From an optimization exercise on the open Yosys and OpenROAD flow, aimed at small area and a short achievable clock period; shortcuts taken in it are not production practice.
Function was not checked in any run shown here: the RTL went through the layout flow alone.
Power figures rest on the tool's default switching activity, not on a simulated workload.

==> flow/design.v, too long to show whole: its modules and the start of the top module <==
// module pfx_nnp: 4 lines
// module pfx_nnp_g: 3 lines
// module pfx_npp_g: 3 lines
// module pfx_pnn_g: 3 lines
// module pfx_ppn: 4 lines
// module pfx_ppn_g: 3 lines
// module cpa: 253 lines
// module fa_m: 4 lines
// module c42_m: 7 lines
// module ha_m: 4 lines
// module adder_1: 171 lines
module adder_1 #(parameter DSIZE = 64)
            (
                in_a,
                in_b,
                in_c,
                in_d,
                sum,
                clk,
                rst_n
            );
  // ...
==> flow/flow/run.sh <==
#!/bin/bash
export BUFFER_PORTS_ARGS="-buffer_cell sky130_fd_sc_hd__buf_1"
bash standard.sh ADDER_MAP_FILE= ABC_LOAD_IN_FF=3 finish > standard.log 2>&1
==> flow/standard.sh <==
#!/bin/bash
# synth_recipe.tcl (not shown) runs the flow's synth.tcl, then flattens the netlist and writes it again
# the make line also repeats each setting of config.mk as NAME=value (left out here)
make -C /OpenROAD-flow-scripts/flow DESIGN_CONFIG=/design/flow/config.mk WORK_HOME=/design/flow/orfs CLKGATE_MAP_FILE= SYNTH_SCRIPT=/design/flow/synth_recipe.tcl "${@:-finish}"
==> flow/config.mk <==
export PLATFORM = sky130hd
export DESIGN_NAME = adder_1
export DESIGN_NICKNAME = adder_1
export VERILOG_FILES = /design/flow/design.v
export SDC_FILE = /design/flow/constraint.sdc
export NUM_CORES = 4
export LEC_CHECK = 0
export CAP_MARGIN = 20
export CORE_MARGIN = 2
export CORE_UTILIZATION = 40
export SETUP_SLACK_MARGIN = 2.3
export SLEW_MARGIN = 20
export SYNTH_HIERARCHICAL = 1
export SYNTH_MINIMUM_KEEP_SIZE = 0
==> flow/constraint.sdc <==
create_clock -name core_clock -period 4.0 [get_ports {clk}]
set_input_delay 0.8000 -clock core_clock [delete_from_list [all_inputs] [get_ports {clk}]]
set_output_delay 0.8000 -clock core_clock [all_outputs]
set_load 0.01 [all_outputs]
==> results.py, run 1 <==
metrics = {
    "floorplanning": {
        "fp.dieH_microns": 176,
        "n_tap_cell": 384,
        "initial_core_util": 0.409,
    },
    "power_and_ir_drop": {
        "vdd_drop_max_mv": 0.318,
        "power-top-group": "combinational logic",
        "p_clk_mw": 1.55,
    },
    "timing": {
        "period_needed_ns": 1.90,
        "rsz0062_at_grt": "yes",
        "slew_headroom": 0.664,
        "finalHoldViolations": 0,
    },
    "cells_and_area": {
        "num-nets-final": 1805,
        "drive_gt1_frac": 0.315,
        "fin_area_sq_um": 16000,
        "inverters": 21,
    },
    "routing": {
        "via_count": 9301,
        "met3_length_microns": 1700,
    },
    "place": {
        "hpwl_microns": 23100,
    },
    "clock_network": {
        "post_cts_buffers": 30,
        "cts_max_level": 4,
        "holdBufCountCts": 0,
    },
    "hold_path": {
        "min-delay-path-class": "in2async",
    },
    "critical_path": {
        "path_cells": "a21oi_4 -> o21ai_4 -> a21oi_4 -> buf_6 -> o21ai_4 -> a21oi_4 -> o21ai_4 -> a21oi_2 -> xnor2_1",
        "crit_path_end_kind": "register",
        "crit_type": "reg2reg",
    },
    "run_status": {
        "status": "finished clean",
    },
    "grt": {
        "grt_pass1_wl_microns": 45100,
        "grt_max_degree": 95,
    },
}
==> inputs of run 2 (changes only) <==
==> flow/design.v (replaced) <==
module pfx_nnp (input gi, input pi, input gj, input pj, output go, output po);
assign go = ((~gi) | ((~pi) & (~gj)));
assign po = ((~pi) & (~pj));
endmodule
module pfx_nnp_g (input gi, input pi, input gj, output go);
assign go = ((~gi) | ((~pi) & (~gj)));
endmodule
module pfx_npp_g (input gi, input pi, input gj, output go);
assign go = ((~gi) | ((~pi) & (gj)));
endmodule
module pfx_pnn_g (input gi, input pi, input gj, output go);
assign go = ~((gi) | ((pi) & (~gj)));
endmodule
module pfx_ppn (input gi, input pi, input gj, input pj, output go, output po);
assign go = ~((gi) | ((pi) & (gj)));
assign po = ~((pi) & (pj));
endmodule
module pfx_ppn_g (input gi, input pi, input gj, output go);
assign go = ~((gi) | ((pi) & (gj)));
endmodule
module cpa (input [63:0] x, input [63:0] y, output [63:0] s);
wire [63:0] g0 = x & y;
wire [63:0] p0 = x ^ y;
wire g1_1, g1_2, p1_2, g1_3, p1_3, g1_4, p1_4, g1_5, p1_5, g1_6, p1_6, g1_7, p1_7, g1_8, p1_8, g1_9, p1_9, g1_10, p1_10, g1_11, p1_11, g1_12, p1_12, g1_13, p1_13, g1_14, p1_14, g1_15, p1_15, g1_16, p1_16, g1_17, p1_17, g1_18, p1_18, g1_19, p1_19, g1_20, p1_20, g1_21, p1_21, g1_22, p1_22, g1_23, p1_23, g1_24, p1_24, g1_25, p1_25, g1_26, p1_26, g1_27, p1_27, g1_28, p1_28, g1_29, p1_29, g1_30, p1_30, g1_31, p1_31, g1_32, p1_32, g1_33, p1_33, g1_34, p1_34, g1_35, p1_35, g1_36, p1_36, g1_37, p1_37, g1_38, p1_38, g1_39, p1_39, g1_40, p1_40, g1_41, p1_41, g1_42, p1_42, g1_43, p1_43, g1_44, p1_44, g1_45, p1_45, g1_46, p1_46, g1_47, p1_47, g1_48, p1_48, g1_49, p1_49, g1_50, p1_50, g1_51, p1_51, g1_52, p1_52, g1_53, p1_53, g1_54, p1_54, g1_55, p1_55, g1_56, p1_56, g1_57, p1_57, g1_58, p1_58, g1_59, p1_59, g1_60, p1_60, g1_61, p1_61, g1_62, p1_62, g2_2, g2_3, g2_4, p2_4, g2_5, p2_5, g2_6, p2_6, g2_7, p2_7, g2_8, p2_8, g2_9, p2_9, g2_10, p2_10, g2_11, p2_11, g2_12, p2_12, g2_13, p2_13, g2_14, p2_14, g2_15, p2_15, g2_16, p2_16, g2_17, p2_17, g2_18, p2_18, g2_19, p2_19, g2_20, p2_20, g2_21, p2_21, g2_22, p2_22, g2_23, p2_23, g2_24, p2_24, g2_25, p2_25, g2_26, p2_26, g2_27, p2_27, g2_28, p2_28, g2_29, p2_29, g2_30, p2_30, g2_31, p2_31, g2_32, p2_32, g2_33, p2_33, g2_34, p2_34, g2_35, p2_35, g2_36, p2_36, g2_37, p2_37, g2_38, p2_38, g2_39, p2_39, g2_40, p2_40, g2_41, p2_41, g2_42, p2_42, g2_43, p2_43, g2_44, p2_44, g2_45, p2_45, g2_46, p2_46, g2_47, p2_47, g2_48, p2_48, g2_49, p2_49, g2_50, p2_50, g2_51, p2_51, g2_52, p2_52, g2_53, p2_53, g2_54, p2_54, g2_55, p2_55, g2_56, p2_56, g2_57, p2_57, g2_58, p2_58, g2_59, p2_59, g2_60, p2_60, g2_61, p2_61, g2_62, p2_62, g3_4, g3_5, g3_6, g3_7, g3_8, p3_8, g3_9, p3_9, g3_10, p3_10, g3_11, p3_11, g3_12, p3_12, g3_13, p3_13, g3_14, p3_14, g3_15, p3_15, g3_16, p3_16, g3_17, p3_17, g3_18, p3_18, g3_19, p3_19, g3_20, p3_20, g3_21, p3_21, g3_22, p3_22, g3_23, p3_23, g3_24, p3_24, g3_25, p3_25, g3_26, p3_26, g3_27, p3_27, g3_28, p3_28, g3_29, p3_29, g3_30, p3_30, g3_31, p3_31, g3_32, p3_32, g3_33, p3_33, g3_34, p3_34, g3_35, p3_35, g3_36, p3_36, g3_37, p3_37, g3_38, p3_38, g3_39, p3_39, g3_40, p3_40, g3_41, p3_41, g3_42, p3_42, g3_43, p3_43, g3_44, p3_44, g3_45, p3_45, g3_46, p3_46, g3_47, p3_47, g3_48, p3_48, g3_49, p3_49, g3_50, p3_50, g3_51, p3_51, g3_52, p3_52, g3_53, p3_53, g3_54, p3_54, g3_55, p3_55, g3_56, p3_56, g3_57, p3_57, g3_58, p3_58, g3_59, p3_59, g3_60, p3_60, g3_61, p3_61, g3_62, p3_62, g4_8, g4_9, g4_10, g4_11, g4_12, g4_13, g4_14, g4_15, g4_16, p4_16, g4_17, p4_17, g4_18, p4_18, g4_19, p4_19, g4_20, p4_20, g4_21, p4_21, g4_22, p4_22, g4_23, p4_23, g4_24, p4_24, g4_25, p4_25, g4_26, p4_26, g4_27, p4_27, g4_28, p4_28, g4_29, p4_29, g4_30, p4_30, g4_31, p4_31, g4_32, p4_32, g4_33, p4_33, g4_34, p4_34, g4_35, p4_35, g4_36, p4_36, g4_37, p4_37, g4_38, p4_38, g4_39, p4_39, g4_40, p4_40, g4_41, p4_41, g4_42, p4_42, g4_43, p4_43, g4_44, p4_44, g4_45, p4_45, g4_46, p4_46, g4_47, p4_47, g4_48, p4_48, g4_49, p4_49, g4_50, p4_50, g4_51, p4_51, g4_52, p4_52, g4_53, p4_53, g4_54, p4_54, g4_55, p4_55, g4_56, p4_56, g4_57, p4_57, g4_58, p4_58, g4_59, p4_59, g4_60, p4_60, g4_61, p4_61, g4_62, p4_62, g5_16, g5_17, g5_18, g5_19, g5_20, g5_21, g5_22, g5_23, g5_24, g5_25, g5_26, g5_27, g5_28, g5_29, g5_30, g5_31, g5_32, p5_32, g5_33, p5_33, g5_34, p5_34, g5_35, p5_35, g5_36, p5_36, g5_37, p5_37, g5_38, p5_38, g5_39, p5_39, g5_40, p5_40, g5_41, p5_41, g5_42, p5_42, g5_43, p5_43, g5_44, p5_44, g5_45, p5_45, g5_46, p5_46, g5_47, p5_47, g5_48, p5_48, g5_49, p5_49, g5_50, p5_50, g5_51, p5_51, g5_52, p5_52, g5_53, p5_53, g5_54, p5_54, g5_55, p5_55, g5_56, p5_56, g5_57, p5_57, g5_58, p5_58, g5_59, p5_59, g5_60, p5_60, g5_61, p5_61, g5_62, p5_62, g6_32, g6_33, g6_34, g6_35, g6_36, g6_37, g6_38, g6_39, g6_40, g6_41, g6_42, g6_43, g6_44, g6_45, g6_46, g6_47, g6_48, g6_49, g6_50, g6_51, g6_52, g6_53, g6_54, g6_55, g6_56, g6_57, g6_58, g6_59, g6_60, g6_61, g6_62;
pfx_ppn_g u_1_1 (.gi(g0[1]), .pi(p0[1]), .gj(g0[0]), .go(g1_1));
pfx_ppn u_1_2 (.gi(g0[2]), .pi(p0[2]), .gj(g0[1]), .pj(p0[1]), .po(p1_2), .go(g1_2));
pfx_ppn u_1_3 (.gi(g0[3]), .pi(p0[3]), .gj(g0[2]), .pj(p0[2]), .po(p1_3), .go(g1_3));
pfx_ppn u_1_4 (.gi(g0[4]), .pi(p0[4]), .gj(g0[3]), .pj(p0[3]), .po(p1_4), .go(g1_4));
pfx_ppn u_1_5 (.gi(g0[5]), .pi(p0[5]), .gj(g0[4]), .pj(p0[4]), .po(p1_5), .go(g1_5));
pfx_ppn u_1_6 (.gi(g0[6]), .pi(p0[6]), .gj(g0[5]), .pj(p0[5]), .po(p1_6), .go(g1_6));
pfx_ppn u_1_7 (.gi(g0[7]), .pi(p0[7]), .gj(g0[6]), .pj(p0[6]), .po(p1_7), .go(g1_7));
pfx_ppn u_1_8 (.gi(g0[8]), .pi(p0[8]), .gj(g0[7]), .pj(p0[7]), .po(p1_8), .go(g1_8));
pfx_ppn u_1_9 (.gi(g0[9]), .pi(p0[9]), .gj(g0[8]), .pj(p0[8]), .po(p1_9), .go(g1_9));
pfx_ppn u_1_10 (.gi(g0[10]), .pi(p0[10]), .gj(g0[9]), .pj(p0[9]), .po(p1_10), .go(g1_10));
pfx_ppn u_1_11 (.gi(g0[11]), .pi(p0[11]), .gj(g0[10]), .pj(p0[10]), .po(p1_11), .go(g1_11));
pfx_ppn u_1_12 (.gi(g0[12]), .pi(p0[12]), .gj(g0[11]), .pj(p0[11]), .po(p1_12), .go(g1_12));
pfx_ppn u_1_13 (.gi(g0[13]), .pi(p0[13]), .gj(g0[12]), .pj(p0[12]), .po(p1_13), .go(g1_13));
pfx_ppn u_1_14 (.gi(g0[14]), .pi(p0[14]), .gj(g0[13]), .pj(p0[13]), .po(p1_14), .go(g1_14));
pfx_ppn u_1_15 (.gi(g0[15]), .pi(p0[15]), .gj(g0[14]), .pj(p0[14]), .po(p1_15), .go(g1_15));
pfx_ppn u_1_16 (.gi(g0[16]), .pi(p0[16]), .gj(g0[15]), .pj(p0[15]), .po(p1_16), .go(g1_16));
pfx_ppn u_1_17 (.gi(g0[17]), .pi(p0[17]), .gj(g0[16]), .pj(p0[16]), .po(p1_17), .go(g1_17));
pfx_ppn u_1_18 (.gi(g0[18]), .pi(p0[18]), .gj(g0[17]), .pj(p0[17]), .po(p1_18), .go(g1_18));
pfx_ppn u_1_19 (.gi(g0[19]), .pi(p0[19]), .gj(g0[18]), .pj(p0[18]), .po(p1_19), .go(g1_19));
pfx_ppn u_1_20 (.gi(g0[20]), .pi(p0[20]), .gj(g0[19]), .pj(p0[19]), .po(p1_20), .go(g1_20));
pfx_ppn u_1_21 (.gi(g0[21]), .pi(p0[21]), .gj(g0[20]), .pj(p0[20]), .po(p1_21), .go(g1_21));
pfx_ppn u_1_22 (.gi(g0[22]), .pi(p0[22]), .gj(g0[21]), .pj(p0[21]), .po(p1_22), .go(g1_22));
pfx_ppn u_1_23 (.gi(g0[23]), .pi(p0[23]), .gj(g0[22]), .pj(p0[22]), .po(p1_23), .go(g1_23));
pfx_ppn u_1_24 (.gi(g0[24]), .pi(p0[24]), .gj(g0[23]), .pj(p0[23]), .po(p1_24), .go(g1_24));
pfx_ppn u_1_25 (.gi(g0[25]), .pi(p0[25]), .gj(g0[24]), .pj(p0[24]), .po(p1_25), .go(g1_25));
pfx_ppn u_1_26 (.gi(g0[26]), .pi(p0[26]), .gj(g0[25]), .pj(p0[25]), .po(p1_26), .go(g1_26));
pfx_ppn u_1_27 (.gi(g0[27]), .pi(p0[27]), .gj(g0[26]), .pj(p0[26]), .po(p1_27), .go(g1_27));
pfx_ppn u_1_28 (.gi(g0[28]), .pi(p0[28]), .gj(g0[27]), .pj(p0[27]), .po(p1_28), .go(g1_28));
pfx_ppn u_1_29 (.gi(g0[29]), .pi(p0[29]), .gj(g0[28]), .pj(p0[28]), .po(p1_29), .go(g1_29));
pfx_ppn u_1_30 (.gi(g0[30]), .pi(p0[30]), .gj(g0[29]), .pj(p0[29]), .po(p1_30), .go(g1_30));
pfx_ppn u_1_31 (.gi(g0[31]), .pi(p0[31]), .gj(g0[30]), .pj(p0[30]), .po(p1_31), .go(g1_31));
pfx_ppn u_1_32 (.gi(g0[32]), .pi(p0[32]), .gj(g0[31]), .pj(p0[31]), .po(p1_32), .go(g1_32));
pfx_ppn u_1_33 (.gi(g0[33]), .pi(p0[33]), .gj(g0[32]), .pj(p0[32]), .po(p1_33), .go(g1_33));
pfx_ppn u_1_34 (.gi(g0[34]), .pi(p0[34]), .gj(g0[33]), .pj(p0[33]), .po(p1_34), .go(g1_34));
pfx_ppn u_1_35 (.gi(g0[35]), .pi(p0[35]), .gj(g0[34]), .pj(p0[34]), .po(p1_35), .go(g1_35));
pfx_ppn u_1_36 (.gi(g0[36]), .pi(p0[36]), .gj(g0[35]), .pj(p0[35]), .po(p1_36), .go(g1_36));
pfx_ppn u_1_37 (.gi(g0[37]), .pi(p0[37]), .gj(g0[36]), .pj(p0[36]), .po(p1_37), .go(g1_37));
pfx_ppn u_1_38 (.gi(g0[38]), .pi(p0[38]), .gj(g0[37]), .pj(p0[37]), .po(p1_38), .go(g1_38));
pfx_ppn u_1_39 (.gi(g0[39]), .pi(p0[39]), .gj(g0[38]), .pj(p0[38]), .po(p1_39), .go(g1_39));
pfx_ppn u_1_40 (.gi(g0[40]), .pi(p0[40]), .gj(g0[39]), .pj(p0[39]), .po(p1_40), .go(g1_40));
pfx_ppn u_1_41 (.gi(g0[41]), .pi(p0[41]), .gj(g0[40]), .pj(p0[40]), .po(p1_41), .go(g1_41));
pfx_ppn u_1_42 (.gi(g0[42]), .pi(p0[42]), .gj(g0[41]), .pj(p0[41]), .po(p1_42), .go(g1_42));
pfx_ppn u_1_43 (.gi(g0[43]), .pi(p0[43]), .gj(g0[42]), .pj(p0[42]), .po(p1_43), .go(g1_43));
pfx_ppn u_1_44 (.gi(g0[44]), .pi(p0[44]), .gj(g0[43]), .pj(p0[43]), .po(p1_44), .go(g1_44));
pfx_ppn u_1_45 (.gi(g0[45]), .pi(p0[45]), .gj(g0[44]), .pj(p0[44]), .po(p1_45), .go(g1_45));
pfx_ppn u_1_46 (.gi(g0[46]), .pi(p0[46]), .gj(g0[45]), .pj(p0[45]), .po(p1_46), .go(g1_46));
pfx_ppn u_1_47 (.gi(g0[47]), .pi(p0[47]), .gj(g0[46]), .pj(p0[46]), .po(p1_47), .go(g1_47));
pfx_ppn u_1_48 (.gi(g0[48]), .pi(p0[48]), .gj(g0[47]), .pj(p0[47]), .po(p1_48), .go(g1_48));
pfx_ppn u_1_49 (.gi(g0[49]), .pi(p0[49]), .gj(g0[48]), .pj(p0[48]), .po(p1_49), .go(g1_49));
pfx_ppn u_1_50 (.gi(g0[50]), .pi(p0[50]), .gj(g0[49]), .pj(p0[49]), .po(p1_50), .go(g1_50));
pfx_ppn u_1_51 (.gi(g0[51]), .pi(p0[51]), .gj(g0[50]), .pj(p0[50]), .po(p1_51), .go(g1_51));
pfx_ppn u_1_52 (.gi(g0[52]), .pi(p0[52]), .gj(g0[51]), .pj(p0[51]), .po(p1_52), .go(g1_52));
pfx_ppn u_1_53 (.gi(g0[53]), .pi(p0[53]), .gj(g0[52]), .pj(p0[52]), .po(p1_53), .go(g1_53));
pfx_ppn u_1_54 (.gi(g0[54]), .pi(p0[54]), .gj(g0[53]), .pj(p0[53]), .po(p1_54), .go(g1_54));
pfx_ppn u_1_55 (.gi(g0[55]), .pi(p0[55]), .gj(g0[54]), .pj(p0[54]), .po(p1_55), .go(g1_55));
pfx_ppn u_1_56 (.gi(g0[56]), .pi(p0[56]), .gj(g0[55]), .pj(p0[55]), .po(p1_56), .go(g1_56));
pfx_ppn u_1_57 (.gi(g0[57]), .pi(p0[57]), .gj(g0[56]), .pj(p0[56]), .po(p1_57), .go(g1_57));
pfx_ppn u_1_58 (.gi(g0[58]), .pi(p0[58]), .gj(g0[57]), .pj(p0[57]), .po(p1_58), .go(g1_58));
pfx_ppn u_1_59 (.gi(g0[59]), .pi(p0[59]), .gj(g0[58]), .pj(p0[58]), .po(p1_59), .go(g1_59));
pfx_ppn u_1_60 (.gi(g0[60]), .pi(p0[60]), .gj(g0[59]), .pj(p0[59]), .po(p1_60), .go(g1_60));
pfx_ppn u_1_61 (.gi(g0[61]), .pi(p0[61]), .gj(g0[60]), .pj(p0[60]), .po(p1_61), .go(g1_61));
pfx_ppn u_1_62 (.gi(g0[62]), .pi(p0[62]), .gj(g0[61]), .pj(p0[61]), .po(p1_62), .go(g1_62));
pfx_npp_g u_2_2 (.gi(g1_2), .pi(p1_2), .gj(g0[0]), .go(g2_2));
pfx_nnp_g u_2_3 (.gi(g1_3), .pi(p1_3), .gj(g1_1), .go(g2_3));
pfx_nnp u_2_4 (.gi(g1_4), .pi(p1_4), .gj(g1_2), .pj(p1_2), .po(p2_4), .go(g2_4));
pfx_nnp u_2_5 (.gi(g1_5), .pi(p1_5), .gj(g1_3), .pj(p1_3), .po(p2_5), .go(g2_5));
pfx_nnp u_2_6 (.gi(g1_6), .pi(p1_6), .gj(g1_4), .pj(p1_4), .po(p2_6), .go(g2_6));
pfx_nnp u_2_7 (.gi(g1_7), .pi(p1_7), .gj(g1_5), .pj(p1_5), .po(p2_7), .go(g2_7));
pfx_nnp u_2_8 (.gi(g1_8), .pi(p1_8), .gj(g1_6), .pj(p1_6), .po(p2_8), .go(g2_8));
pfx_nnp u_2_9 (.gi(g1_9), .pi(p1_9), .gj(g1_7), .pj(p1_7), .po(p2_9), .go(g2_9));
pfx_nnp u_2_10 (.gi(g1_10), .pi(p1_10), .gj(g1_8), .pj(p1_8), .po(p2_10), .go(g2_10));
pfx_nnp u_2_11 (.gi(g1_11), .pi(p1_11), .gj(g1_9), .pj(p1_9), .po(p2_11), .go(g2_11));
pfx_nnp u_2_12 (.gi(g1_12), .pi(p1_12), .gj(g1_10), .pj(p1_10), .po(p2_12), .go(g2_12));
pfx_nnp u_2_13 (.gi(g1_13), .pi(p1_13), .gj(g1_11), .pj(p1_11), .po(p2_13), .go(g2_13));
pfx_nnp u_2_14 (.gi(g1_14), .pi(p1_14), .gj(g1_12), .pj(p1_12), .po(p2_14), .go(g2_14));
pfx_nnp u_2_15 (.gi(g1_15), .pi(p1_15), .gj(g1_13), .pj(p1_13), .po(p2_15), .go(g2_15));
pfx_nnp u_2_16 (.gi(g1_16), .pi(p1_16), .gj(g1_14), .pj(p1_14), .po(p2_16), .go(g2_16));
pfx_nnp u_2_17 (.gi(g1_17), .pi(p1_17), .gj(g1_15), .pj(p1_15), .po(p2_17), .go(g2_17));
pfx_nnp u_2_18 (.gi(g1_18), .pi(p1_18), .gj(g1_16), .pj(p1_16), .po(p2_18), .go(g2_18));
pfx_nnp u_2_19 (.gi(g1_19), .pi(p1_19), .gj(g1_17), .pj(p1_17), .po(p2_19), .go(g2_19));
pfx_nnp u_2_20 (.gi(g1_20), .pi(p1_20), .gj(g1_18), .pj(p1_18), .po(p2_20), .go(g2_20));
pfx_nnp u_2_21 (.gi(g1_21), .pi(p1_21), .gj(g1_19), .pj(p1_19), .po(p2_21), .go(g2_21));
pfx_nnp u_2_22 (.gi(g1_22), .pi(p1_22), .gj(g1_20), .pj(p1_20), .po(p2_22), .go(g2_22));
pfx_nnp u_2_23 (.gi(g1_23), .pi(p1_23), .gj(g1_21), .pj(p1_21), .po(p2_23), .go(g2_23));
pfx_nnp u_2_24 (.gi(g1_24), .pi(p1_24), .gj(g1_22), .pj(p1_22), .po(p2_24), .go(g2_24));
pfx_nnp u_2_25 (.gi(g1_25), .pi(p1_25), .gj(g1_23), .pj(p1_23), .po(p2_25), .go(g2_25));
pfx_nnp u_2_26 (.gi(g1_26), .pi(p1_26), .gj(g1_24), .pj(p1_24), .po(p2_26), .go(g2_26));
pfx_nnp u_2_27 (.gi(g1_27), .pi(p1_27), .gj(g1_25), .pj(p1_25), .po(p2_27), .go(g2_27));
pfx_nnp u_2_28 (.gi(g1_28), .pi(p1_28), .gj(g1_26), .pj(p1_26), .po(p2_28), .go(g2_28));
pfx_nnp u_2_29 (.gi(g1_29), .pi(p1_29), .gj(g1_27), .pj(p1_27), .po(p2_29), .go(g2_29));
pfx_nnp u_2_30 (.gi(g1_30), .pi(p1_30), .gj(g1_28), .pj(p1_28), .po(p2_30), .go(g2_30));
pfx_nnp u_2_31 (.gi(g1_31), .pi(p1_31), .gj(g1_29), .pj(p1_29), .po(p2_31), .go(g2_31));
pfx_nnp u_2_32 (.gi(g1_32), .pi(p1_32), .gj(g1_30), .pj(p1_30), .po(p2_32), .go(g2_32));
pfx_nnp u_2_33 (.gi(g1_33), .pi(p1_33), .gj(g1_31), .pj(p1_31), .po(p2_33), .go(g2_33));
pfx_nnp u_2_34 (.gi(g1_34), .pi(p1_34), .gj(g1_32), .pj(p1_32), .po(p2_34), .go(g2_34));
pfx_nnp u_2_35 (.gi(g1_35), .pi(p1_35), .gj(g1_33), .pj(p1_33), .po(p2_35), .go(g2_35));
pfx_nnp u_2_36 (.gi(g1_36), .pi(p1_36), .gj(g1_34), .pj(p1_34), .po(p2_36), .go(g2_36));
pfx_nnp u_2_37 (.gi(g1_37), .pi(p1_37), .gj(g1_35), .pj(p1_35), .po(p2_37), .go(g2_37));
pfx_nnp u_2_38 (.gi(g1_38), .pi(p1_38), .gj(g1_36), .pj(p1_36), .po(p2_38), .go(g2_38));
pfx_nnp u_2_39 (.gi(g1_39), .pi(p1_39), .gj(g1_37), .pj(p1_37), .po(p2_39), .go(g2_39));
pfx_nnp u_2_40 (.gi(g1_40), .pi(p1_40), .gj(g1_38), .pj(p1_38), .po(p2_40), .go(g2_40));
pfx_nnp u_2_41 (.gi(g1_41), .pi(p1_41), .gj(g1_39), .pj(p1_39), .po(p2_41), .go(g2_41));
pfx_nnp u_2_42 (.gi(g1_42), .pi(p1_42), .gj(g1_40), .pj(p1_40), .po(p2_42), .go(g2_42));
pfx_nnp u_2_43 (.gi(g1_43), .pi(p1_43), .gj(g1_41), .pj(p1_41), .po(p2_43), .go(g2_43));
pfx_nnp u_2_44 (.gi(g1_44), .pi(p1_44), .gj(g1_42), .pj(p1_42), .po(p2_44), .go(g2_44));
pfx_nnp u_2_45 (.gi(g1_45), .pi(p1_45), .gj(g1_43), .pj(p1_43), .po(p2_45), .go(g2_45));
pfx_nnp u_2_46 (.gi(g1_46), .pi(p1_46), .gj(g1_44), .pj(p1_44), .po(p2_46), .go(g2_46));
pfx_nnp u_2_47 (.gi(g1_47), .pi(p1_47), .gj(g1_45), .pj(p1_45), .po(p2_47), .go(g2_47));
pfx_nnp u_2_48 (.gi(g1_48), .pi(p1_48), .gj(g1_46), .pj(p1_46), .po(p2_48), .go(g2_48));
pfx_nnp u_2_49 (.gi(g1_49), .pi(p1_49), .gj(g1_47), .pj(p1_47), .po(p2_49), .go(g2_49));
pfx_nnp u_2_50 (.gi(g1_50), .pi(p1_50), .gj(g1_48), .pj(p1_48), .po(p2_50), .go(g2_50));
pfx_nnp u_2_51 (.gi(g1_51), .pi(p1_51), .gj(g1_49), .pj(p1_49), .po(p2_51), .go(g2_51));
pfx_nnp u_2_52 (.gi(g1_52), .pi(p1_52), .gj(g1_50), .pj(p1_50), .po(p2_52), .go(g2_52));
pfx_nnp u_2_53 (.gi(g1_53), .pi(p1_53), .gj(g1_51), .pj(p1_51), .po(p2_53), .go(g2_53));
pfx_nnp u_2_54 (.gi(g1_54), .pi(p1_54), .gj(g1_52), .pj(p1_52), .po(p2_54), .go(g2_54));
pfx_nnp u_2_55 (.gi(g1_55), .pi(p1_55), .gj(g1_53), .pj(p1_53), .po(p2_55), .go(g2_55));
pfx_nnp u_2_56 (.gi(g1_56), .pi(p1_56), .gj(g1_54), .pj(p1_54), .po(p2_56), .go(g2_56));
pfx_nnp u_2_57 (.gi(g1_57), .pi(p1_57), .gj(g1_55), .pj(p1_55), .po(p2_57), .go(g2_57));
pfx_nnp u_2_58 (.gi(g1_58), .pi(p1_58), .gj(g1_56), .pj(p1_56), .po(p2_58), .go(g2_58));
pfx_nnp u_2_59 (.gi(g1_59), .pi(p1_59), .gj(g1_57), .pj(p1_57), .po(p2_59), .go(g2_59));
pfx_nnp u_2_60 (.gi(g1_60), .pi(p1_60), .gj(g1_58), .pj(p1_58), .po(p2_60), .go(g2_60));
pfx_nnp u_2_61 (.gi(g1_61), .pi(p1_61), .gj(g1_59), .pj(p1_59), .po(p2_61), .go(g2_61));
pfx_nnp u_2_62 (.gi(g1_62), .pi(p1_62), .gj(g1_60), .pj(p1_60), .po(p2_62), .go(g2_62));
pfx_ppn_g u_3_4 (.gi(g2_4), .pi(p2_4), .gj(g0[0]), .go(g3_4));
pfx_pnn_g u_3_5 (.gi(g2_5), .pi(p2_5), .gj(g1_1), .go(g3_5));
pfx_ppn_g u_3_6 (.gi(g2_6), .pi(p2_6), .gj(g2_2), .go(g3_6));
pfx_ppn_g u_3_7 (.gi(g2_7), .pi(p2_7), .gj(g2_3), .go(g3_7));
pfx_ppn u_3_8 (.gi(g2_8), .pi(p2_8), .gj(g2_4), .pj(p2_4), .po(p3_8), .go(g3_8));
pfx_ppn u_3_9 (.gi(g2_9), .pi(p2_9), .gj(g2_5), .pj(p2_5), .po(p3_9), .go(g3_9));
pfx_ppn u_3_10 (.gi(g2_10), .pi(p2_10), .gj(g2_6), .pj(p2_6), .po(p3_10), .go(g3_10));
pfx_ppn u_3_11 (.gi(g2_11), .pi(p2_11), .gj(g2_7), .pj(p2_7), .po(p3_11), .go(g3_11));
pfx_ppn u_3_12 (.gi(g2_12), .pi(p2_12), .gj(g2_8), .pj(p2_8), .po(p3_12), .go(g3_12));
pfx_ppn u_3_13 (.gi(g2_13), .pi(p2_13), .gj(g2_9), .pj(p2_9), .po(p3_13), .go(g3_13));
pfx_ppn u_3_14 (.gi(g2_14), .pi(p2_14), .gj(g2_10), .pj(p2_10), .po(p3_14), .go(g3_14));
pfx_ppn u_3_15 (.gi(g2_15), .pi(p2_15), .gj(g2_11), .pj(p2_11), .po(p3_15), .go(g3_15));
pfx_ppn u_3_16 (.gi(g2_16), .pi(p2_16), .gj(g2_12), .pj(p2_12), .po(p3_16), .go(g3_16));
pfx_ppn u_3_17 (.gi(g2_17), .pi(p2_17), .gj(g2_13), .pj(p2_13), .po(p3_17), .go(g3_17));
pfx_ppn u_3_18 (.gi(g2_18), .pi(p2_18), .gj(g2_14), .pj(p2_14), .po(p3_18), .go(g3_18));
pfx_ppn u_3_19 (.gi(g2_19), .pi(p2_19), .gj(g2_15), .pj(p2_15), .po(p3_19), .go(g3_19));
pfx_ppn u_3_20 (.gi(g2_20), .pi(p2_20), .gj(g2_16), .pj(p2_16), .po(p3_20), .go(g3_20));
pfx_ppn u_3_21 (.gi(g2_21), .pi(p2_21), .gj(g2_17), .pj(p2_17), .po(p3_21), .go(g3_21));
pfx_ppn u_3_22 (.gi(g2_22), .pi(p2_22), .gj(g2_18), .pj(p2_18), .po(p3_22), .go(g3_22));
pfx_ppn u_3_23 (.gi(g2_23), .pi(p2_23), .gj(g2_19), .pj(p2_19), .po(p3_23), .go(g3_23));
pfx_ppn u_3_24 (.gi(g2_24), .pi(p2_24), .gj(g2_20), .pj(p2_20), .po(p3_24), .go(g3_24));
pfx_ppn u_3_25 (.gi(g2_25), .pi(p2_25), .gj(g2_21), .pj(p2_21), .po(p3_25), .go(g3_25));
pfx_ppn u_3_26 (.gi(g2_26), .pi(p2_26), .gj(g2_22), .pj(p2_22), .po(p3_26), .go(g3_26));
pfx_ppn u_3_27 (.gi(g2_27), .pi(p2_27), .gj(g2_23), .pj(p2_23), .po(p3_27), .go(g3_27));
pfx_ppn u_3_28 (.gi(g2_28), .pi(p2_28), .gj(g2_24), .pj(p2_24), .po(p3_28), .go(g3_28));
pfx_ppn u_3_29 (.gi(g2_29), .pi(p2_29), .gj(g2_25), .pj(p2_25), .po(p3_29), .go(g3_29));
pfx_ppn u_3_30 (.gi(g2_30), .pi(p2_30), .gj(g2_26), .pj(p2_26), .po(p3_30), .go(g3_30));
pfx_ppn u_3_31 (.gi(g2_31), .pi(p2_31), .gj(g2_27), .pj(p2_27), .po(p3_31), .go(g3_31));
pfx_ppn u_3_32 (.gi(g2_32), .pi(p2_32), .gj(g2_28), .pj(p2_28), .po(p3_32), .go(g3_32));
pfx_ppn u_3_33 (.gi(g2_33), .pi(p2_33), .gj(g2_29), .pj(p2_29), .po(p3_33), .go(g3_33));
pfx_ppn u_3_34 (.gi(g2_34), .pi(p2_34), .gj(g2_30), .pj(p2_30), .po(p3_34), .go(g3_34));
pfx_ppn u_3_35 (.gi(g2_35), .pi(p2_35), .gj(g2_31), .pj(p2_31), .po(p3_35), .go(g3_35));
pfx_ppn u_3_36 (.gi(g2_36), .pi(p2_36), .gj(g2_32), .pj(p2_32), .po(p3_36), .go(g3_36));
pfx_ppn u_3_37 (.gi(g2_37), .pi(p2_37), .gj(g2_33), .pj(p2_33), .po(p3_37), .go(g3_37));
pfx_ppn u_3_38 (.gi(g2_38), .pi(p2_38), .gj(g2_34), .pj(p2_34), .po(p3_38), .go(g3_38));
pfx_ppn u_3_39 (.gi(g2_39), .pi(p2_39), .gj(g2_35), .pj(p2_35), .po(p3_39), .go(g3_39));
pfx_ppn u_3_40 (.gi(g2_40), .pi(p2_40), .gj(g2_36), .pj(p2_36), .po(p3_40), .go(g3_40));
pfx_ppn u_3_41 (.gi(g2_41), .pi(p2_41), .gj(g2_37), .pj(p2_37), .po(p3_41), .go(g3_41));
pfx_ppn u_3_42 (.gi(g2_42), .pi(p2_42), .gj(g2_38), .pj(p2_38), .po(p3_42), .go(g3_42));
pfx_ppn u_3_43 (.gi(g2_43), .pi(p2_43), .gj(g2_39), .pj(p2_39), .po(p3_43), .go(g3_43));
pfx_ppn u_3_44 (.gi(g2_44), .pi(p2_44), .gj(g2_40), .pj(p2_40), .po(p3_44), .go(g3_44));
pfx_ppn u_3_45 (.gi(g2_45), .pi(p2_45), .gj(g2_41), .pj(p2_41), .po(p3_45), .go(g3_45));
pfx_ppn u_3_46 (.gi(g2_46), .pi(p2_46), .gj(g2_42), .pj(p2_42), .po(p3_46), .go(g3_46));
pfx_ppn u_3_47 (.gi(g2_47), .pi(p2_47), .gj(g2_43), .pj(p2_43), .po(p3_47), .go(g3_47));
pfx_ppn u_3_48 (.gi(g2_48), .pi(p2_48), .gj(g2_44), .pj(p2_44), .po(p3_48), .go(g3_48));
pfx_ppn u_3_49 (.gi(g2_49), .pi(p2_49), .gj(g2_45), .pj(p2_45), .po(p3_49), .go(g3_49));
pfx_ppn u_3_50 (.gi(g2_50), .pi(p2_50), .gj(g2_46), .pj(p2_46), .po(p3_50), .go(g3_50));
pfx_ppn u_3_51 (.gi(g2_51), .pi(p2_51), .gj(g2_47), .pj(p2_47), .po(p3_51), .go(g3_51));
pfx_ppn u_3_52 (.gi(g2_52), .pi(p2_52), .gj(g2_48), .pj(p2_48), .po(p3_52), .go(g3_52));
pfx_ppn u_3_53 (.gi(g2_53), .pi(p2_53), .gj(g2_49), .pj(p2_49), .po(p3_53), .go(g3_53));
pfx_ppn u_3_54 (.gi(g2_54), .pi(p2_54), .gj(g2_50), .pj(p2_50), .po(p3_54), .go(g3_54));
pfx_ppn u_3_55 (.gi(g2_55), .pi(p2_55), .gj(g2_51), .pj(p2_51), .po(p3_55), .go(g3_55));
pfx_ppn u_3_56 (.gi(g2_56), .pi(p2_56), .gj(g2_52), .pj(p2_52), .po(p3_56), .go(g3_56));
pfx_ppn u_3_57 (.gi(g2_57), .pi(p2_57), .gj(g2_53), .pj(p2_53), .po(p3_57), .go(g3_57));
pfx_ppn u_3_58 (.gi(g2_58), .pi(p2_58), .gj(g2_54), .pj(p2_54), .po(p3_58), .go(g3_58));
pfx_ppn u_3_59 (.gi(g2_59), .pi(p2_59), .gj(g2_55), .pj(p2_55), .po(p3_59), .go(g3_59));
pfx_ppn u_3_60 (.gi(g2_60), .pi(p2_60), .gj(g2_56), .pj(p2_56), .po(p3_60), .go(g3_60));
pfx_ppn u_3_61 (.gi(g2_61), .pi(p2_61), .gj(g2_57), .pj(p2_57), .po(p3_61), .go(g3_61));
pfx_ppn u_3_62 (.gi(g2_62), .pi(p2_62), .gj(g2_58), .pj(p2_58), .po(p3_62), .go(g3_62));
pfx_npp_g u_4_8 (.gi(g3_8), .pi(p3_8), .gj(g0[0]), .go(g4_8));
pfx_nnp_g u_4_9 (.gi(g3_9), .pi(p3_9), .gj(g1_1), .go(g4_9));
pfx_npp_g u_4_10 (.gi(g3_10), .pi(p3_10), .gj(g2_2), .go(g4_10));
pfx_npp_g u_4_11 (.gi(g3_11), .pi(p3_11), .gj(g2_3), .go(g4_11));
pfx_nnp_g u_4_12 (.gi(g3_12), .pi(p3_12), .gj(g3_4), .go(g4_12));
pfx_nnp_g u_4_13 (.gi(g3_13), .pi(p3_13), .gj(g3_5), .go(g4_13));
pfx_nnp_g u_4_14 (.gi(g3_14), .pi(p3_14), .gj(g3_6), .go(g4_14));
pfx_nnp_g u_4_15 (.gi(g3_15), .pi(p3_15), .gj(g3_7), .go(g4_15));
pfx_nnp u_4_16 (.gi(g3_16), .pi(p3_16), .gj(g3_8), .pj(p3_8), .po(p4_16), .go(g4_16));
pfx_nnp u_4_17 (.gi(g3_17), .pi(p3_17), .gj(g3_9), .pj(p3_9), .po(p4_17), .go(g4_17));
pfx_nnp u_4_18 (.gi(g3_18), .pi(p3_18), .gj(g3_10), .pj(p3_10), .po(p4_18), .go(g4_18));
pfx_nnp u_4_19 (.gi(g3_19), .pi(p3_19), .gj(g3_11), .pj(p3_11), .po(p4_19), .go(g4_19));
pfx_nnp u_4_20 (.gi(g3_20), .pi(p3_20), .gj(g3_12), .pj(p3_12), .po(p4_20), .go(g4_20));
pfx_nnp u_4_21 (.gi(g3_21), .pi(p3_21), .gj(g3_13), .pj(p3_13), .po(p4_21), .go(g4_21));
pfx_nnp u_4_22 (.gi(g3_22), .pi(p3_22), .gj(g3_14), .pj(p3_14), .po(p4_22), .go(g4_22));
pfx_nnp u_4_23 (.gi(g3_23), .pi(p3_23), .gj(g3_15), .pj(p3_15), .po(p4_23), .go(g4_23));
pfx_nnp u_4_24 (.gi(g3_24), .pi(p3_24), .gj(g3_16), .pj(p3_16), .po(p4_24), .go(g4_24));
pfx_nnp u_4_25 (.gi(g3_25), .pi(p3_25), .gj(g3_17), .pj(p3_17), .po(p4_25), .go(g4_25));
pfx_nnp u_4_26 (.gi(g3_26), .pi(p3_26), .gj(g3_18), .pj(p3_18), .po(p4_26), .go(g4_26));
pfx_nnp u_4_27 (.gi(g3_27), .pi(p3_27), .gj(g3_19), .pj(p3_19), .po(p4_27), .go(g4_27));
pfx_nnp u_4_28 (.gi(g3_28), .pi(p3_28), .gj(g3_20), .pj(p3_20), .po(p4_28), .go(g4_28));
pfx_nnp u_4_29 (.gi(g3_29), .pi(p3_29), .gj(g3_21), .pj(p3_21), .po(p4_29), .go(g4_29));
pfx_nnp u_4_30 (.gi(g3_30), .pi(p3_30), .gj(g3_22), .pj(p3_22), .po(p4_30), .go(g4_30));
pfx_nnp u_4_31 (.gi(g3_31), .pi(p3_31), .gj(g3_23), .pj(p3_23), .po(p4_31), .go(g4_31));
pfx_nnp u_4_32 (.gi(g3_32), .pi(p3_32), .gj(g3_24), .pj(p3_24), .po(p4_32), .go(g4_32));
pfx_nnp u_4_33 (.gi(g3_33), .pi(p3_33), .gj(g3_25), .pj(p3_25), .po(p4_33), .go(g4_33));
pfx_nnp u_4_34 (.gi(g3_34), .pi(p3_34), .gj(g3_26), .pj(p3_26), .po(p4_34), .go(g4_34));
pfx_nnp u_4_35 (.gi(g3_35), .pi(p3_35), .gj(g3_27), .pj(p3_27), .po(p4_35), .go(g4_35));
pfx_nnp u_4_36 (.gi(g3_36), .pi(p3_36), .gj(g3_28), .pj(p3_28), .po(p4_36), .go(g4_36));
pfx_nnp u_4_37 (.gi(g3_37), .pi(p3_37), .gj(g3_29), .pj(p3_29), .po(p4_37), .go(g4_37));
pfx_nnp u_4_38 (.gi(g3_38), .pi(p3_38), .gj(g3_30), .pj(p3_30), .po(p4_38), .go(g4_38));
pfx_nnp u_4_39 (.gi(g3_39), .pi(p3_39), .gj(g3_31), .pj(p3_31), .po(p4_39), .go(g4_39));
pfx_nnp u_4_40 (.gi(g3_40), .pi(p3_40), .gj(g3_32), .pj(p3_32), .po(p4_40), .go(g4_40));
pfx_nnp u_4_41 (.gi(g3_41), .pi(p3_41), .gj(g3_33), .pj(p3_33), .po(p4_41), .go(g4_41));
pfx_nnp u_4_42 (.gi(g3_42), .pi(p3_42), .gj(g3_34), .pj(p3_34), .po(p4_42), .go(g4_42));
pfx_nnp u_4_43 (.gi(g3_43), .pi(p3_43), .gj(g3_35), .pj(p3_35), .po(p4_43), .go(g4_43));
pfx_nnp u_4_44 (.gi(g3_44), .pi(p3_44), .gj(g3_36), .pj(p3_36), .po(p4_44), .go(g4_44));
pfx_nnp u_4_45 (.gi(g3_45), .pi(p3_45), .gj(g3_37), .pj(p3_37), .po(p4_45), .go(g4_45));
pfx_nnp u_4_46 (.gi(g3_46), .pi(p3_46), .gj(g3_38), .pj(p3_38), .po(p4_46), .go(g4_46));
pfx_nnp u_4_47 (.gi(g3_47), .pi(p3_47), .gj(g3_39), .pj(p3_39), .po(p4_47), .go(g4_47));
pfx_nnp u_4_48 (.gi(g3_48), .pi(p3_48), .gj(g3_40), .pj(p3_40), .po(p4_48), .go(g4_48));
pfx_nnp u_4_49 (.gi(g3_49), .pi(p3_49), .gj(g3_41), .pj(p3_41), .po(p4_49), .go(g4_49));
pfx_nnp u_4_50 (.gi(g3_50), .pi(p3_50), .gj(g3_42), .pj(p3_42), .po(p4_50), .go(g4_50));
pfx_nnp u_4_51 (.gi(g3_51), .pi(p3_51), .gj(g3_43), .pj(p3_43), .po(p4_51), .go(g4_51));
pfx_nnp u_4_52 (.gi(g3_52), .pi(p3_52), .gj(g3_44), .pj(p3_44), .po(p4_52), .go(g4_52));
pfx_nnp u_4_53 (.gi(g3_53), .pi(p3_53), .gj(g3_45), .pj(p3_45), .po(p4_53), .go(g4_53));
pfx_nnp u_4_54 (.gi(g3_54), .pi(p3_54), .gj(g3_46), .pj(p3_46), .po(p4_54), .go(g4_54));
pfx_nnp u_4_55 (.gi(g3_55), .pi(p3_55), .gj(g3_47), .pj(p3_47), .po(p4_55), .go(g4_55));
pfx_nnp u_4_56 (.gi(g3_56), .pi(p3_56), .gj(g3_48), .pj(p3_48), .po(p4_56), .go(g4_56));
pfx_nnp u_4_57 (.gi(g3_57), .pi(p3_57), .gj(g3_49), .pj(p3_49), .po(p4_57), .go(g4_57));
pfx_nnp u_4_58 (.gi(g3_58), .pi(p3_58), .gj(g3_50), .pj(p3_50), .po(p4_58), .go(g4_58));
pfx_nnp u_4_59 (.gi(g3_59), .pi(p3_59), .gj(g3_51), .pj(p3_51), .po(p4_59), .go(g4_59));
pfx_nnp u_4_60 (.gi(g3_60), .pi(p3_60), .gj(g3_52), .pj(p3_52), .po(p4_60), .go(g4_60));
pfx_nnp u_4_61 (.gi(g3_61), .pi(p3_61), .gj(g3_53), .pj(p3_53), .po(p4_61), .go(g4_61));
pfx_nnp u_4_62 (.gi(g3_62), .pi(p3_62), .gj(g3_54), .pj(p3_54), .po(p4_62), .go(g4_62));
pfx_ppn_g u_5_16 (.gi(g4_16), .pi(p4_16), .gj(g0[0]), .go(g5_16));
pfx_pnn_g u_5_17 (.gi(g4_17), .pi(p4_17), .gj(g1_1), .go(g5_17));
pfx_ppn_g u_5_18 (.gi(g4_18), .pi(p4_18), .gj(g2_2), .go(g5_18));
pfx_ppn_g u_5_19 (.gi(g4_19), .pi(p4_19), .gj(g2_3), .go(g5_19));
pfx_pnn_g u_5_20 (.gi(g4_20), .pi(p4_20), .gj(g3_4), .go(g5_20));
pfx_pnn_g u_5_21 (.gi(g4_21), .pi(p4_21), .gj(g3_5), .go(g5_21));
pfx_pnn_g u_5_22 (.gi(g4_22), .pi(p4_22), .gj(g3_6), .go(g5_22));
pfx_pnn_g u_5_23 (.gi(g4_23), .pi(p4_23), .gj(g3_7), .go(g5_23));
pfx_ppn_g u_5_24 (.gi(g4_24), .pi(p4_24), .gj(g4_8), .go(g5_24));
pfx_ppn_g u_5_25 (.gi(g4_25), .pi(p4_25), .gj(g4_9), .go(g5_25));
pfx_ppn_g u_5_26 (.gi(g4_26), .pi(p4_26), .gj(g4_10), .go(g5_26));
pfx_ppn_g u_5_27 (.gi(g4_27), .pi(p4_27), .gj(g4_11), .go(g5_27));
pfx_ppn_g u_5_28 (.gi(g4_28), .pi(p4_28), .gj(g4_12), .go(g5_28));
pfx_ppn_g u_5_29 (.gi(g4_29), .pi(p4_29), .gj(g4_13), .go(g5_29));
pfx_ppn_g u_5_30 (.gi(g4_30), .pi(p4_30), .gj(g4_14), .go(g5_30));
pfx_ppn_g u_5_31 (.gi(g4_31), .pi(p4_31), .gj(g4_15), .go(g5_31));
pfx_ppn u_5_32 (.gi(g4_32), .pi(p4_32), .gj(g4_16), .pj(p4_16), .po(p5_32), .go(g5_32));
pfx_ppn u_5_33 (.gi(g4_33), .pi(p4_33), .gj(g4_17), .pj(p4_17), .po(p5_33), .go(g5_33));
pfx_ppn u_5_34 (.gi(g4_34), .pi(p4_34), .gj(g4_18), .pj(p4_18), .po(p5_34), .go(g5_34));
pfx_ppn u_5_35 (.gi(g4_35), .pi(p4_35), .gj(g4_19), .pj(p4_19), .po(p5_35), .go(g5_35));
pfx_ppn u_5_36 (.gi(g4_36), .pi(p4_36), .gj(g4_20), .pj(p4_20), .po(p5_36), .go(g5_36));
pfx_ppn u_5_37 (.gi(g4_37), .pi(p4_37), .gj(g4_21), .pj(p4_21), .po(p5_37), .go(g5_37));
pfx_ppn u_5_38 (.gi(g4_38), .pi(p4_38), .gj(g4_22), .pj(p4_22), .po(p5_38), .go(g5_38));
pfx_ppn u_5_39 (.gi(g4_39), .pi(p4_39), .gj(g4_23), .pj(p4_23), .po(p5_39), .go(g5_39));
pfx_ppn u_5_40 (.gi(g4_40), .pi(p4_40), .gj(g4_24), .pj(p4_24), .po(p5_40), .go(g5_40));
pfx_ppn u_5_41 (.gi(g4_41), .pi(p4_41), .gj(g4_25), .pj(p4_25), .po(p5_41), .go(g5_41));
pfx_ppn u_5_42 (.gi(g4_42), .pi(p4_42), .gj(g4_26), .pj(p4_26), .po(p5_42), .go(g5_42));
pfx_ppn u_5_43 (.gi(g4_43), .pi(p4_43), .gj(g4_27), .pj(p4_27), .po(p5_43), .go(g5_43));
pfx_ppn u_5_44 (.gi(g4_44), .pi(p4_44), .gj(g4_28), .pj(p4_28), .po(p5_44), .go(g5_44));
pfx_ppn u_5_45 (.gi(g4_45), .pi(p4_45), .gj(g4_29), .pj(p4_29), .po(p5_45), .go(g5_45));
pfx_ppn u_5_46 (.gi(g4_46), .pi(p4_46), .gj(g4_30), .pj(p4_30), .po(p5_46), .go(g5_46));
pfx_ppn u_5_47 (.gi(g4_47), .pi(p4_47), .gj(g4_31), .pj(p4_31), .po(p5_47), .go(g5_47));
pfx_ppn u_5_48 (.gi(g4_48), .pi(p4_48), .gj(g4_32), .pj(p4_32), .po(p5_48), .go(g5_48));
pfx_ppn u_5_49 (.gi(g4_49), .pi(p4_49), .gj(g4_33), .pj(p4_33), .po(p5_49), .go(g5_49));
pfx_ppn u_5_50 (.gi(g4_50), .pi(p4_50), .gj(g4_34), .pj(p4_34), .po(p5_50), .go(g5_50));
pfx_ppn u_5_51 (.gi(g4_51), .pi(p4_51), .gj(g4_35), .pj(p4_35), .po(p5_51), .go(g5_51));
pfx_ppn u_5_52 (.gi(g4_52), .pi(p4_52), .gj(g4_36), .pj(p4_36), .po(p5_52), .go(g5_52));
pfx_ppn u_5_53 (.gi(g4_53), .pi(p4_53), .gj(g4_37), .pj(p4_37), .po(p5_53), .go(g5_53));
pfx_ppn u_5_54 (.gi(g4_54), .pi(p4_54), .gj(g4_38), .pj(p4_38), .po(p5_54), .go(g5_54));
pfx_ppn u_5_55 (.gi(g4_55), .pi(p4_55), .gj(g4_39), .pj(p4_39), .po(p5_55), .go(g5_55));
pfx_ppn u_5_56 (.gi(g4_56), .pi(p4_56), .gj(g4_40), .pj(p4_40), .po(p5_56), .go(g5_56));
pfx_ppn u_5_57 (.gi(g4_57), .pi(p4_57), .gj(g4_41), .pj(p4_41), .po(p5_57), .go(g5_57));
pfx_ppn u_5_58 (.gi(g4_58), .pi(p4_58), .gj(g4_42), .pj(p4_42), .po(p5_58), .go(g5_58));
pfx_ppn u_5_59 (.gi(g4_59), .pi(p4_59), .gj(g4_43), .pj(p4_43), .po(p5_59), .go(g5_59));
pfx_ppn u_5_60 (.gi(g4_60), .pi(p4_60), .gj(g4_44), .pj(p4_44), .po(p5_60), .go(g5_60));
pfx_ppn u_5_61 (.gi(g4_61), .pi(p4_61), .gj(g4_45), .pj(p4_45), .po(p5_61), .go(g5_61));
pfx_ppn u_5_62 (.gi(g4_62), .pi(p4_62), .gj(g4_46), .pj(p4_46), .po(p5_62), .go(g5_62));
pfx_npp_g u_6_32 (.gi(g5_32), .pi(p5_32), .gj(g0[0]), .go(g6_32));
pfx_nnp_g u_6_33 (.gi(g5_33), .pi(p5_33), .gj(g1_1), .go(g6_33));
pfx_npp_g u_6_34 (.gi(g5_34), .pi(p5_34), .gj(g2_2), .go(g6_34));
pfx_npp_g u_6_35 (.gi(g5_35), .pi(p5_35), .gj(g2_3), .go(g6_35));
pfx_nnp_g u_6_36 (.gi(g5_36), .pi(p5_36), .gj(g3_4), .go(g6_36));
pfx_nnp_g u_6_37 (.gi(g5_37), .pi(p5_37), .gj(g3_5), .go(g6_37));
pfx_nnp_g u_6_38 (.gi(g5_38), .pi(p5_38), .gj(g3_6), .go(g6_38));
pfx_nnp_g u_6_39 (.gi(g5_39), .pi(p5_39), .gj(g3_7), .go(g6_39));
pfx_npp_g u_6_40 (.gi(g5_40), .pi(p5_40), .gj(g4_8), .go(g6_40));
pfx_npp_g u_6_41 (.gi(g5_41), .pi(p5_41), .gj(g4_9), .go(g6_41));
pfx_npp_g u_6_42 (.gi(g5_42), .pi(p5_42), .gj(g4_10), .go(g6_42));
pfx_npp_g u_6_43 (.gi(g5_43), .pi(p5_43), .gj(g4_11), .go(g6_43));
pfx_npp_g u_6_44 (.gi(g5_44), .pi(p5_44), .gj(g4_12), .go(g6_44));
pfx_npp_g u_6_45 (.gi(g5_45), .pi(p5_45), .gj(g4_13), .go(g6_45));
pfx_npp_g u_6_46 (.gi(g5_46), .pi(p5_46), .gj(g4_14), .go(g6_46));
pfx_npp_g u_6_47 (.gi(g5_47), .pi(p5_47), .gj(g4_15), .go(g6_47));
pfx_nnp_g u_6_48 (.gi(g5_48), .pi(p5_48), .gj(g5_16), .go(g6_48));
pfx_nnp_g u_6_49 (.gi(g5_49), .pi(p5_49), .gj(g5_17), .go(g6_49));
pfx_nnp_g u_6_50 (.gi(g5_50), .pi(p5_50), .gj(g5_18), .go(g6_50));
pfx_nnp_g u_6_51 (.gi(g5_51), .pi(p5_51), .gj(g5_19), .go(g6_51));
pfx_nnp_g u_6_52 (.gi(g5_52), .pi(p5_52), .gj(g5_20), .go(g6_52));
pfx_nnp_g u_6_53 (.gi(g5_53), .pi(p5_53), .gj(g5_21), .go(g6_53));
pfx_nnp_g u_6_54 (.gi(g5_54), .pi(p5_54), .gj(g5_22), .go(g6_54));
pfx_nnp_g u_6_55 (.gi(g5_55), .pi(p5_55), .gj(g5_23), .go(g6_55));
pfx_nnp_g u_6_56 (.gi(g5_56), .pi(p5_56), .gj(g5_24), .go(g6_56));
pfx_nnp_g u_6_57 (.gi(g5_57), .pi(p5_57), .gj(g5_25), .go(g6_57));
pfx_nnp_g u_6_58 (.gi(g5_58), .pi(p5_58), .gj(g5_26), .go(g6_58));
pfx_nnp_g u_6_59 (.gi(g5_59), .pi(p5_59), .gj(g5_27), .go(g6_59));
pfx_nnp_g u_6_60 (.gi(g5_60), .pi(p5_60), .gj(g5_28), .go(g6_60));
pfx_nnp_g u_6_61 (.gi(g5_61), .pi(p5_61), .gj(g5_29), .go(g6_61));
pfx_nnp_g u_6_62 (.gi(g5_62), .pi(p5_62), .gj(g5_30), .go(g6_62));
assign s[0] = p0[0];
assign s[1] = p0[1] ^ g0[0];
assign s[2] = ~(p0[2] ^ g1_1);
assign s[3] = p0[3] ^ g2_2;
assign s[4] = p0[4] ^ g2_3;
assign s[5] = ~(p0[5] ^ g3_4);
assign s[6] = ~(p0[6] ^ g3_5);
assign s[7] = ~(p0[7] ^ g3_6);
assign s[8] = ~(p0[8] ^ g3_7);
assign s[9] = p0[9] ^ g4_8;
assign s[10] = p0[10] ^ g4_9;
assign s[11] = p0[11] ^ g4_10;
assign s[12] = p0[12] ^ g4_11;
assign s[13] = p0[13] ^ g4_12;
assign s[14] = p0[14] ^ g4_13;
assign s[15] = p0[15] ^ g4_14;
assign s[16] = p0[16] ^ g4_15;
assign s[17] = ~(p0[17] ^ g5_16);
assign s[18] = ~(p0[18] ^ g5_17);
assign s[19] = ~(p0[19] ^ g5_18);
assign s[20] = ~(p0[20] ^ g5_19);
assign s[21] = ~(p0[21] ^ g5_20);
assign s[22] = ~(p0[22] ^ g5_21);
assign s[23] = ~(p0[23] ^ g5_22);
assign s[24] = ~(p0[24] ^ g5_23);
assign s[25] = ~(p0[25] ^ g5_24);
assign s[26] = ~(p0[26] ^ g5_25);
assign s[27] = ~(p0[27] ^ g5_26);
assign s[28] = ~(p0[28] ^ g5_27);
assign s[29] = ~(p0[29] ^ g5_28);
assign s[30] = ~(p0[30] ^ g5_29);
assign s[31] = ~(p0[31] ^ g5_30);
assign s[32] = ~(p0[32] ^ g5_31);
assign s[33] = p0[33] ^ g6_32;
assign s[34] = p0[34] ^ g6_33;
assign s[35] = p0[35] ^ g6_34;
assign s[36] = p0[36] ^ g6_35;
assign s[37] = p0[37] ^ g6_36;
assign s[38] = p0[38] ^ g6_37;
assign s[39] = p0[39] ^ g6_38;
assign s[40] = p0[40] ^ g6_39;
assign s[41] = p0[41] ^ g6_40;
assign s[42] = p0[42] ^ g6_41;
assign s[43] = p0[43] ^ g6_42;
assign s[44] = p0[44] ^ g6_43;
assign s[45] = p0[45] ^ g6_44;
assign s[46] = p0[46] ^ g6_45;
assign s[47] = p0[47] ^ g6_46;
assign s[48] = p0[48] ^ g6_47;
assign s[49] = p0[49] ^ g6_48;
assign s[50] = p0[50] ^ g6_49;
assign s[51] = p0[51] ^ g6_50;
assign s[52] = p0[52] ^ g6_51;
assign s[53] = p0[53] ^ g6_52;
assign s[54] = p0[54] ^ g6_53;
assign s[55] = p0[55] ^ g6_54;
assign s[56] = p0[56] ^ g6_55;
assign s[57] = p0[57] ^ g6_56;
assign s[58] = p0[58] ^ g6_57;
assign s[59] = p0[59] ^ g6_58;
assign s[60] = p0[60] ^ g6_59;
assign s[61] = p0[61] ^ g6_60;
assign s[62] = p0[62] ^ g6_61;
assign s[63] = p0[63] ^ g6_62;
endmodule
module adder_1 #(parameter DSIZE = 64)
            (
                in_a,
                in_b,
                in_c,
                in_d,
                sum,
                clk,
                rst_n
            );
input   [DSIZE-1:0]     in_a;
input   [DSIZE-1:0]     in_b;
input   [DSIZE-1:0]     in_c;
input   [DSIZE-1:0]     in_d;
output  [DSIZE-1:0]     sum ;
input                   clk;
input                   rst_n;
wire   [DSIZE-1:0]      s1 = in_a ^ in_b ^ in_c;
wire   [DSIZE-1:0]      c1 = (in_a & in_b) | (in_a & in_c) | (in_b & in_c);
wire   [DSIZE-1:0]      c1s = {c1[DSIZE-2:0], 1'b0};
wire   [DSIZE-1:0]      s2 = s1 ^ c1s ^ in_d;
wire   [DSIZE-1:0]      c2 = (s1 & c1s) | (s1 & in_d) | (c1s & in_d);
reg    [DSIZE-1:0]      sv_l;
reg    [DSIZE-1:1]      cv_l;
reg    [DSIZE-1:0]      sum_l;
wire   [DSIZE-1:0]      sum_n;
cpa u_cpa (.x(sv_l), .y({cv_l, 1'b0}), .s(sum_n));
always @(posedge clk or negedge rst_n)
begin
    if(~rst_n)
    begin
        sv_l    <= 0;
        cv_l    <= 0;
        sum_l   <= 0;
    end
    else
    begin
        sv_l    <= s2;
        cv_l    <= c2[DSIZE-2:0];
        sum_l   <= sum_n;
    end
end
assign sum = sum_l;
endmodule
==> flow/flow/run.sh (replaced) <==
#!/bin/bash
export BUFFER_PORTS_ARGS="-buffer_cell sky130_fd_sc_hd__buf_1"
bash standard.sh > standard.log 2>&1
==> flow/config.mk (replaced) <==
export PLATFORM = sky130hd
export DESIGN_NAME = adder_1
export DESIGN_NICKNAME = adder_1
export VERILOG_FILES = /design/flow/design.v
export SDC_FILE = /design/flow/constraint.sdc
export NUM_CORES = 4
export LEC_CHECK = 0
export CAP_MARGIN = 20
export CORE_MARGIN = 2
export CORE_UTILIZATION = 40
export SETUP_SLACK_MARGIN = 2.1
export SLEW_MARGIN = 20
export SYNTH_HIERARCHICAL = 1
export SYNTH_MINIMUM_KEEP_SIZE = 0
==> run 2 against run 1 <==
  * Flip-flop and latch count rose by 1
  * Sequential share of layout area fell by 3.1 points
  * Critical path type unchanged
  * Synthesized area rose by 1.7%
  * Total power rose by 24%
  * Synthesized cell count fell by 10%
  * Die area rose by 1.7%
  * Still clean on timing, DRC and antenna
  * Clock-buffer cell count fell by 5
  * Global-route usage rose by 6.0 points
  * Setup slack got worse by 0.17 ns
  * First-iteration DRC count rose by 20%
  * Core utilization rose by 5.1 points
==> results.py, run 2 <==
metrics = {
    "synth": {
        "synth_area_per_cell_sq_um": 11.6,
        "synth_edf_count": 0,
        "syn_area_sq_um": 12000,
        "yosysMostFrequentCell": "dfrtp_1",
        "yosysWarnings": 7,
        "synth.distinct_cells": 15,
        "synth_flop_cell": "dfrtp_1",
        "syn_inst": 1037,
        "synth_common_cells": "191 x dfrtp_1, 168 x a21oi_2, 147 x nand2_1",
        "synth-seq-cells": 191,
        "synth-async-reset-ratio": 1.00,
        "synth_top_area_share": 0.399,
        "yosysTopAreaCell": "dfrtp_1",
        "ys_top_cells_by_area": "dfrtp_1 40%, fa_1 21%, a21oi_2 12%",
        "yosysSeqAreaShare": 0.399,
    },
    "grt": {
        "grt_usage": 0.246,
        "overflow": 0,
        "grt_antenna_before_repair": 0,
        "grt_pass1_wl_microns": 57800,
        "grt_pass1_vias": 10200,
        "grt_max_degree": 63,
    },
    "flow_run": {
        "max_cap_violations": 0,
    },
    "place": {
        "pre_cts_ws_ns": 1.41,
        "placed_area_sq_um": 13700,
        "hpwl_microns": 29800,
        "gp_congestion": 0.936,
        "io_buffers": 321,
    },
    "timing": {
        "holdWs_ns": 0.476,
        "fin_tns_setup_ns": 0,
        "finalHoldViolations": 0,
        "tightest_slew_ns": 0.810,
        "slew_headroom": 0.460,
        "period_needed_ns": 2.07,
        "finalSetupViolations": 0,
        "fin_ws_ns": 1.93,
        "rsz0062_at_grt": "yes",
        "fin_skew_ns": 0.0138,
        "final_max_slew_viol_count": 0,
        "finalCritPeriodShare": 0.516,
        "max_freq_mhz": 484,
    },
    "routing": {
        "via_count": 9563,
        "wl_per_cell_microns": 20.5,
        "drc": 0,
        "viasPerCell": 5.15,
        "detail-route-antenna-nets": 0,
        "drt-initial-drc-count": 531,
        "drt_wl_total_microns": 38100,
        "dr.pass1.iters": 5,
    },
    "clock_network": {
        "cts.path.max_buffers": 2,
        "clock_latency_ns": 0.45,
        "root_buffer": "clkbuf_16",
        "clock_sinks": 191,
        "clk_pin_slew_worst_paths_ns": 0.08,
        "cts_max_level": 4,
        "cts_tree": "yes",
        "cts_inserted_buffers": 17,
        "holdBufCountCts": 0,
    },
    "floorplanning": {
        "fp.dieW_microns": 177,
        "core_sq_um": 29600,
        "fp.dieH_microns": 177,
        "initial_core_util": 0.406,
        "die_area_sq_um": 31400,
        "num_rows": 63,
        "io_pins": 322,
    },
    "cells_and_area": {
        "multiInputGateArea_sq_um": 10100,
        "reg_top3": "sum_l (64), sv_l (64), cv_l (63)",
        "num-nets-final": 1903,
        "num_antenna_cells": 0,
        "final_cell_mix": "319 x buf_1, 191 x dfrtp_1, 125 x fa_1, 99 x a21oi_2",
        "layout_commonest_cell": "buf_1",
        "drive_gt1_frac": 0.435,
        "register_area_sq_um": 4780,
        "n_fill_cell": 2385,
        "area_growth_syn_to_layout_pct": 49.5,
        "fin_area_sq_um": 17900,
    },
    "critical_path": {
        "worstReg2RegEnd": "sum_l[52]",
        "required_ns": 4.36,
        "r2r_start": "cv_l[12]",
        "cp-start-kind": "register",
        "crit_path_end_kind": "register",
        "timing.reg2reg.setup_slack_ns": 1.93,
        "cp.arrival_ns": 2.42,
        "crit_type": "reg2reg",
        "cp_max_fo": 4,
        "reg2reg_depth": 8,
    },
    "power_and_ir_drop": {
        "powerDensity_nw_per_um2": 676,
        "vdd_drop_max_mv": 0.375,
        "leakage_nw": 6.52,
    },
    "run_status": {
        "status": "finished clean",
    },
    "hold_path": {
        "min-delay-path-class": "in2async",
    },
}
==> run 2: cell count changes in the layout (fill, tap and decap cells not counted), sizes merged, moves of 6 or more <==
cell / delta
nand2: +12
xnor2: -84
nor2: -9
fa: +125
clkbuf: -38
maj3: -63
xor2: -106
o21ai: +12
ha: +64
inv: +6
a21oi: +54
buf: +64
xnor3: -63
and2: -62
==> run 2: cells by family (layout without fill, tap and decap cells) <==
family / count (synthesis) / count (layout) / share of synthesized area
other: 1 / 1 / 0.000313
adder cells (fa/ha/maj): 189 / 189 / 0.275
AND/OR/NAND/NOR: 253 / 253 / 0.0792
XOR/XNOR: 66 / 66 / 0.0506
AO/OA/AOI/OAI: 315 / 315 / 0.189
flip-flops: 191 / 191 / 0.399
buffers and inverters: 22 / 453 / 0.00720
==> run 2: report_power, final <==
part	internal [mW]	switching, mW
logic	3.06	4.48
registers	2.56	0.373
clock network	0.835	0.822
total	6.45	5.67
==> run 2: Yosys stat by module, one instance, submodules excluded <==
module	cells	flip-flops and latches	cell area, sq um	copies in the design
pfx_ppn_g	1	0	8.76	15
pfx_nnp_g	1	0	5.00	26
pfx_ppn	2	0	12.5	147
pfx_pnn_g	2	0	12.5	6
pfx_nnp	2	0	8.76	106
pfx_npp_g	2	0	12.5	15
cpa	127	0	1360	1
adder_1	321	191	7340	1
==> run 2: how the worst max path moves through the flow <==
stage	startpoint	end	slack, ns
final	cv_l[12]	sum_l[52]	1.93
after global routing	cv_l[12]	sum_l[52]	1.87
after CTS	cv_l[38]	sum_l[52]	1.99
after detailed placement	cv_l[2]	sum_l[63]	1.41
after global placement	sv_l[24]	sum_l[63]	1.39
after floorplan	cv_l[2]	sum_l[48]	2.11
==> run 2: routing by layer <==
metal | up-vias | GRT usage | wire length [microns]
li1 | 4356 | - | -
met1 | 4833 | 0.349 | 16700
met2 | 333 | 0.404 | 18700
met3 | 41 | 0.0337 | 2070
met4 | 0 | 0.0551 | 585
met5 | - | 0 | 0
==> run 2: final cells by class <==
class | instances | area share
Clock buffer | 18 | 0.0245
Clock inverter | 13 | 0.00691
Inverter | 21 | 0.00440
Multi-Input combinational cell | 824 | 0.565
Sequential cell | 191 | 0.267
Tap cell | 390 | 0.0272
Timing Repair Buffer | 401 | 0.106
==> run 2: worst max-delay path, stage by stage (launching register included) <==
cell and delay (ns):
dfrtp_1 0.41, ha_4 0.34, nand2_4 0.11, nor2_4 0.19, nand2_2 0.17, nor2_2 0.23, a21oi_4 0.11, o21ai_2 0.21
xor2_1 0.19
==> run 2: timing repair <==
| item | CTS | global route |
|---|---|---|
| pin swaps | 108 | 66 |
| gates resized for setup | 489 | 126 |
| endpoints found under the setup margin | 52 | 50 |
| buffers inserted | 58 | 19 |
==> run 2: metrics by stage <==
stage,std cells,util,power [mW]
after detailed placement,1750,0.465,7.57
after floorplan,1037,-,5.84
after CTS,1839,0.579,11.4
after global placement,1750,0.465,7.61
final,1858,0.607,12.1
after global routing,1858,0.607,12.8

-- static timing again, ports no longer ideal --
The results above use ideal ports. As a check the final layouts listed here were re-extracted and re-timed, cells and wires unchanged. Step 1 (the two cells are an assumption about what drives the block):
set clk [get_ports {clk}]
set_driving_cell -lib_cell sky130_fd_sc_hd__clkbuf_16 $clk
set_driving_cell -lib_cell sky130_fd_sc_hd__buf_2 [delete_from_list [all_inputs] $clk]
Step 2 times the ports against the registers' clock, not the clock port: input delays grow and output delays shrink by t, the midpoint of the rising clock arrivals with the driver on. Three values: ideal, step 1, step 2; two values: the first two.
run	shift t [ns]	slack for setup (ns)	clock arrival spread, ns	worst register clock-pin slew, ns
run 1	0.472	2.104 / 2.104 / 1.958	0.009 / 0.009	0.07 / 0.07
run 2	0.491	1.934 / 1.934 / 1.934	0.014 / 0.014	0.08 / 0.08
After both steps every run listed still meets setup and hold. The setup slack of run 1, which loses most, moves by 0.000 ns with the drivers and by -0.146 ns with both steps.
